This is an optimization exercise on Yosys and OpenROAD, whose aim is a short achievable clock period and few clock cycles per item, not a production implementation.
At most, simulation tests tie the RTL to the original design; equivalence was not proved.
No activity file was given, so power comes from the tool's default toggle rates.

## before
Design processor, start of the top module:
module processor
(
    input clk, reset,
    output [5:0]  imem_addr,
    input  [31:0] imem_data,
    output [6:0]  dmem_addr,
    output [31:0] dmem_wdata,
    output        dmem_we,
    input  [31:0] dmem_rdata,
    output        result_valid,
    output [31:0] Result
);
export LEC_CHECK = 0
export CAP_MARGIN = 20
export CORE_MARGIN = 2
export CORE_UTILIZATION = 40
export SLEW_MARGIN = 20
create_clock -name core_clock -period 11.0 [get_ports {clk}]
standard.sh (not shown) runs the stock make flow with config.mk's settings and CLKGATE_MAP_FILE= SYNTH_SCRIPT=/design/flow/synth_recipe.tcl, a recipe that flattens the netlist after the stock synthesis.
==> flow/flow/run.sh <==
#!/bin/bash
set -euo pipefail
bash standard.sh SETUP_SLACK_MARGIN=7.2 ABC_CLOCK_PERIOD_IN_PS=4000 finish > standard.log 2>&1
diff inputs: before => after
==> flow/flow/run.sh <==
#!/bin/bash
set -euo pipefail
bash standard.sh SETUP_SLACK_MARGIN=6.6 ABC_CLOCK_PERIOD_IN_PS=4000 finish > standard.log 2>&1
Results
- Compared with before, in after total chip power fell 360 uW; share of power burned in combinational logic went down by 1.9 points.
- Max buffering stage count on the worst path with inverters included across after and before: before
- Delta (after minus before): share of the clock period used by the worst path after layout picked up an extra 0.21 points, worst relative slew slack neither gained nor lost much, final-layout non-clock buffer area share lost 5.2 points, design area lost 9.4%.
No functional check of the RTL was part of any run of this note.


processor, a different RTL version from the one above (not shown whole).
For scale: ~3800 cells after synthesis, roughly 150 I/O pins.
==> flow/config.mk <==
export PLATFORM = sky130hd
export DESIGN_NAME = processor
export DESIGN_NICKNAME = processor
export VERILOG_FILES = /design/flow/design.v
export SDC_FILE = /design/flow/constraint.sdc
export NUM_CORES = 8
export LEC_CHECK = 0
export CAP_MARGIN = 20
export CORE_MARGIN = 2
export CORE_UTILIZATION = 40
export SLEW_MARGIN = 20
export SYNTH_HIERARCHICAL = 1
==> flow/constraint.sdc <==
create_clock -name core_clock -period 11.0 [get_ports {clk}]
set_input_delay 2.2000 -clock core_clock [delete_from_list [all_inputs] [get_ports {clk}]]
set_output_delay 2.2000 -clock core_clock [all_outputs]
set_load 0.01 [all_outputs]
==> flow/flow/run.sh <==
#!/bin/bash
set -euo pipefail
bash standard.sh SETUP_SLACK_MARGIN=6.6 TNS_END_PERCENT=5 finish > standard.log 2>&1
Testbench counts at the start, summed over its fixed seeds: cycles 51,360, results 51,200.
Edit:
==> flow/flow/run.sh (replaced) <==
#!/bin/bash
set -euo pipefail
bash standard.sh SETUP_SLACK_MARGIN=6.6 TNS_END_PERCENT=100 \
  "BUFFER_PORTS_ARGS=-buffer_cell sky130_fd_sc_hd__buf_4" finish > standard.log 2>&1
Effect: The new run ran to the end with no violations. Setup slack improves by 0.028 ns. Clock-buffer cell count went down by 8. Core utilization stays flat. Combinational power barely changes. Design area hardly moves. Area after synthesis stays the same.
Edit:
==> flow/flow/run.sh (replaced) <==
#!/bin/bash
set -euo pipefail
bash standard.sh SETUP_SLACK_MARGIN=6.6 TNS_END_PERCENT=100 finish > standard.log 2>&1
What happened:
- die area stays the same
- final area goes up slightly
- hold slack degrades by 0.0064 ns
- wire length stays flat
- non-clock buffer count goes up by 28
Edit:
==> flow/flow/run.sh (replaced) <==
#!/bin/bash
set -euo pipefail
bash standard.sh SETUP_SLACK_MARGIN=6.4 TNS_END_PERCENT=100 finish > standard.log 2>&1
=> Via count falls by about 0.5%. Worst setup slack got worse by 0.069 ns. Design area decreases by 1.3%. Critical path depth does not change. Core utilization decreases by 0.60 points. Clock skew is about the same. Hold slack barely changes. Final cell count shrinks by about 0.8%.


Another version of the RTL of processor (not shown whole).
For scale: about 3,600 cells after synthesis, ~0.061 mm2 of cells after synthesis.
Design processor, start of the top module:
module processor
(
    input clk, reset,
    output [5:0]  imem_addr,
    input  [31:0] imem_data,
    output [6:0]  dmem_addr,
    output [31:0] dmem_wdata,
    output        dmem_we,
    input  [31:0] dmem_rdata,
    output        result_valid,
    output [31:0] Result
);
clock: 11.0 ns
lec_check: 0
cap_margin: 20
core_margin: 2
core_utilization: 40
slew_margin: 20
==> flow/flow/run.sh <==
#!/bin/bash
set -euo pipefail
bash standard.sh SETUP_SLACK_MARGIN=6.4 TNS_END_PERCENT=100 finish > standard.log 2>&1
Edit:
Settings changed: SYNTH_HIERARCHICAL set to 1.
The new run finished clean.
Wire length grows by about a fifth.
Non-clock buffer count grows by 30.
Utilization shrinks by 0.33 points.
Design area grows by a few percent.
Worst hold slack gains 20 ps.
Clock power grows by a few percent.
Global-route usage grows by 2.7 points.
Fmax grows by a little under a tenth.
Power grows by a few percent.
Synthesized area grows by a few percent.
Clock-buffer cell count grows by 22.
Function was not checked in any run of this note: the RTL went through the layout flow alone.


The RTL this note starts from:
==> flow/design.v <==
`timescale 1ns / 1ps
`timescale 1ns / 1ps
`timescale 1ns / 1ps
`timescale 1ns / 1ps
module RegFile(
    input         clk, reset, wen,
    input  [4:0]  waddr,
    input  [31:0] wdata,
    input  [4:0]  raddr1, raddr2,
    output [31:0] rdata1, rdata2
);
    reg [31:0] regs [0:31];
    reg [31:0] valid;
    always @(posedge clk) begin
        if (reset)
            valid <= 32'd0;
        else if (wen)
            valid[waddr] <= 1'b1;
    end
    always @(posedge clk)
        if (wen)
            regs[waddr] <= wdata;
    assign rdata1 = valid[raddr1] ? regs[raddr1] : 32'd0;
    assign rdata2 = valid[raddr2] ? regs[raddr2] : 32'd0;
endmodule
`timescale 1ns / 1ps
module alu_32(
    input  [31:0] A, B,
    input         op_add, op_sub, op_slt, op_nor, op_or, op_and,
    output [31:0] Y
);
    wire        inv = op_sub | op_slt;
    wire [31:0] sum = A + (inv ? ~B : B) + {31'd0, inv};
    wire        lt  = (A[31] ^ B[31]) ? A[31] : sum[31];
    wire [31:0] orv = A | B;
    assign Y = ({32{op_add | op_sub}} & sum)
             | {31'd0, op_slt & lt}
             | ({32{op_nor}} & ~orv)
             | ({32{op_or}}  & orv)
             | ({32{op_and}} & (A & B));
endmodule
`timescale 1ns / 1ps
module Controller(
    input  [31:0] w,
    output        alu_src, mem2reg, reg_write, mem_write,
    output [31:0] imm,
    output        op_add, op_sub, op_slt, op_nor, op_or, op_and
);
    wire [6:0] opc = w[6:0];
    wire [2:0] f3  = w[14:12];
    wire [6:0] f7  = w[31:25];
    wire is_r  = (opc == 7'b0110011);
    wire is_i  = (opc == 7'b0010011);
    wire is_ld = (opc == 7'b0000011);
    wire is_st = (opc == 7'b0100011);
    wire is_mem = is_ld | is_st;
    assign alu_src   = is_i | is_mem;
    assign mem2reg   = is_ld;
    assign reg_write = is_r | is_i | is_ld;
    assign mem_write = is_st;
    assign imm = is_st ? {{20{w[31]}}, w[31:25], w[11:7]}
               : (is_i | is_ld) ? {{20{w[31]}}, w[31:20]}
               : 32'd0;
    wire f0 = (f3 == 3'd0);
    wire mem_add = (f3 == 3'd2);
    assign op_add = is_mem ? mem_add
                  : f0 & (~is_r | (f7 == 7'h00));
    assign op_sub = ~is_mem & is_r & f0 & (f7 == 7'h20);
    assign op_slt = ~is_mem & (f3 == 3'd2);
    assign op_nor = ~is_mem & (f3 == 3'd4);
    assign op_or  = ~is_mem & (f3 == 3'd6);
    assign op_and = ~(op_add | op_sub | op_slt | op_nor | op_or);
endmodule
`timescale 1ns / 1ps
`timescale 1ns / 1ps
`timescale 1ns / 1ps
module processor
(
    input clk, reset,
    output [5:0]  imem_addr,
    input  [31:0] imem_data,
    output [6:0]  dmem_addr,
    output [31:0] dmem_wdata,
    output        dmem_we,
    input  [31:0] dmem_rdata,
    output        result_valid,
    output [31:0] Result
);
    reg  [5:0] pc;
    always @(posedge clk)
        if (reset) pc <= 6'd0;
        else       pc <= pc + 6'd1;
    assign imem_addr = pc;
    wire [31:0] w = imem_data;
    wire [4:0]  rs1 = w[19:15];
    wire [4:0]  rs2 = w[24:20];
    wire        d_alu_src, d_mem2reg, d_reg_write, d_mem_write;
    wire [31:0] d_imm;
    wire        d_sub, d_slt, d_nor, d_or, d_and, d_add;
    Controller ctrl(
        .w(w), .alu_src(d_alu_src), .mem2reg(d_mem2reg), .reg_write(d_reg_write),
        .mem_write(d_mem_write), .imm(d_imm),
        .op_add(d_add), .op_sub(d_sub), .op_slt(d_slt), .op_nor(d_nor),
        .op_or(d_or), .op_and(d_and) );
    wire        e_wen;
    wire [4:0]  e_rd;
    wire [31:0] e_wdata;
    wire [31:0] rdata1, rdata2;
    RegFile RF(
        .clk(clk), .reset(reset), .wen(e_wen), .waddr(e_rd), .wdata(e_wdata),
        .raddr1(rs1), .raddr2(rs2), .rdata1(rdata1), .rdata2(rdata2) );
    reg        e_valid;
    reg [4:0]  e_rd_q;
    reg        e_reg_write, e_mem_write, e_mem2reg;
    reg        e_add, e_sub, e_slt, e_nor, e_or, e_and;
    reg [31:0] a_q, b_q, sd_q;
    reg        fa_q, fb_q, fsd_q;
    reg [31:0] wb_q;
    reg [31:0] res_q;
    reg        rv_q;
    assign e_rd = e_rd_q;
    wire e_writes = e_valid & e_reg_write;
    wire fa  = e_writes & (e_rd_q == rs1);
    wire fsd = e_writes & (e_rd_q == rs2);
    always @(posedge clk) begin
        if (reset) begin
            e_valid <= 1'b0;
            rv_q    <= 1'b0;
        end else begin
            e_valid <= 1'b1;
            rv_q    <= e_valid;
        end
        e_rd_q      <= w[11:7];
        e_reg_write <= d_reg_write;
        e_mem_write <= d_mem_write;
        e_mem2reg   <= d_mem2reg;
        e_add <= d_add; e_sub <= d_sub; e_slt <= d_slt;
        e_nor <= d_nor; e_or  <= d_or;  e_and <= d_and;
        a_q   <= rdata1;
        b_q   <= d_alu_src ? d_imm : rdata2;
        sd_q  <= rdata2;
        fa_q  <= fa;
        fb_q  <= fsd & ~d_alu_src;
        fsd_q <= fsd;
    end
    wire [31:0] A  = fa_q  ? wb_q : a_q;
    wire [31:0] B  = fb_q  ? wb_q : b_q;
    wire [31:0] SD = fsd_q ? wb_q : sd_q;
    wire [31:0] res;
    alu_32 ALU(
        .A(A), .B(B), .op_add(e_add), .op_sub(e_sub), .op_slt(e_slt),
        .op_nor(e_nor), .op_or(e_or), .op_and(e_and), .Y(res) );
    assign dmem_addr  = res[8:2];
    assign dmem_wdata = SD;
    assign dmem_we    = e_valid & e_mem_write;
    assign e_wdata = e_mem2reg ? dmem_rdata : res;
    assign e_wen   = e_writes & ~reset;
    always @(posedge clk) begin
        wb_q  <= e_wdata;
        res_q <= res;
    end
    assign Result       = res_q;
    assign result_valid = rv_q & ~reset;
endmodule  
clock: 11.0 ns
lec_check: 0
cap_margin: 20
core_margin: 2
core_utilization: 40
slew_margin: 20
run.sh (not shown) runs the stock make flow with config.mk's settings and CLKGATE_MAP_FILE= SYNTH_SCRIPT=/design/flow/synth_recipe.tcl, a recipe that flattens the netlist after the stock synthesis.
Stock flow here: none of the scripts above is used.
Testbench counts at the start, summed over its fixed seeds: cycles 51,360, results 51,200.
Then changed:
--- a/flow/config.mk
+++ b/flow/config.mk
@@ -7,2 +7,3 @@
 export LEC_CHECK = 0
+export ABC_CLOCK_PERIOD_IN_PS = 4000
 export CAP_MARGIN = 20
@@ -10,2 +11,3 @@
 export CORE_UTILIZATION = 40
+export SETUP_SLACK_MARGIN = 5
 export SLEW_MARGIN = 20
Result: Final area increases by about 0.46%. First-iteration DRC count falls by about 0.8%. Sequential power hardly moves. Critical path depth decreases by 3. Clock-buffer cell count stays the same. Core utilization grows by 0.21 points. Power is about the same. Synthesized area is unchanged.
Then changed:
==> flow/flow/run.sh (new file) <==
#!/bin/bash
set -euo pipefail
bash standard.sh SETUP_SLACK_MARGIN=6.6 ABC_CLOCK_PERIOD_IN_PS=4000 finish > standard.log 2>&1
==> flow/standard.sh (new file) <==
#!/bin/bash
# synth_recipe.tcl (not shown) runs the flow's synth.tcl, then flattens the netlist and writes it again
# the make line also repeats each setting of config.mk as NAME=value (left out here)
make -C /OpenROAD-flow-scripts/flow DESIGN_CONFIG=/design/flow/config.mk WORK_HOME=/design/flow/orfs CLKGATE_MAP_FILE= SYNTH_SCRIPT=/design/flow/synth_recipe.tcl "${@:-finish}"
--- a/flow/config.mk
+++ b/flow/config.mk
@@ -7,3 +7,2 @@
 export LEC_CHECK = 0
-export ABC_CLOCK_PERIOD_IN_PS = 4000
 export CAP_MARGIN = 20
@@ -11,3 +10,2 @@
 export CORE_UTILIZATION = 40
-export SETUP_SLACK_MARGIN = 5
 export SLEW_MARGIN = 20
removed: flow/run.sh
Effect:
- power increases slightly
- sequential cell count does not change
- routed wire length went up by a few percent
- design area increases by a few percent
- combinational power climbs by a few percent
- cell count rose slightly
- first-iteration DRC count came out lower slightly
- setup slack gains 210 ps
- non-clock buffer count goes up by 52

-- separate check: timing with driven ports --
In the flow no input, the clock included, has a driving cell. The finished layouts below were timed again as built, in two steps. Step 1 sets driving cells, clkbuf_16 on the clock port and buf_2 on the other inputs (assumed; they add their load-dependent delay and slew). Step 2 also shifts input and output timing later by t, the mid clock arrival at the registers, as if the neighbouring blocks saw the same clock. Slacks: ideal / step 1 / step 2; pairs: ideal / step 1.
run	shift t [ns]	setup WS [ns]	worst register clock-pin slew, ns	pins driven straight from the clock port
before	0.853	6.043 / 5.958 / 5.987	0.07 / 0.07	1
after	0.837	6.019 / 5.945 / 5.687	0.07 / 0.07	1
the first run of note 2	0.849	6.296 / 6.254 / 5.656	0.07 / 0.07	1
the second run of note 2	0.860	6.324 / 6.280 / 5.759	0.07 / 0.07	1
the third run of note 2	0.851	6.327 / 6.289 / 5.777	0.07 / 0.07	1
the fourth run of note 2	0.848	6.258 / 6.234 / 5.625	0.07 / 0.07	1
the first run of note 3	0.850	5.749 / 5.662 / 5.539	0.07 / 0.07	1
the second run of note 3	0.863	6.114 / 6.037 / 5.489	0.07 / 0.07	1
the first run of note 4	0.845	3.615 / 3.537 / 4.381	0.07 / 0.07	1
the second run of note 4	0.843	5.080 / 5.000 / 5.022	0.07 / 0.07	1
the third run of note 4	0.833	5.291 / 5.214 / 5.860	0.07 / 0.07	1
After both steps setup and hold are still met in every run listed. For the first run of note 2, which loses most, drivers alone change the setup slack by -0.042 ns; drivers and shift together by -0.640 ns.
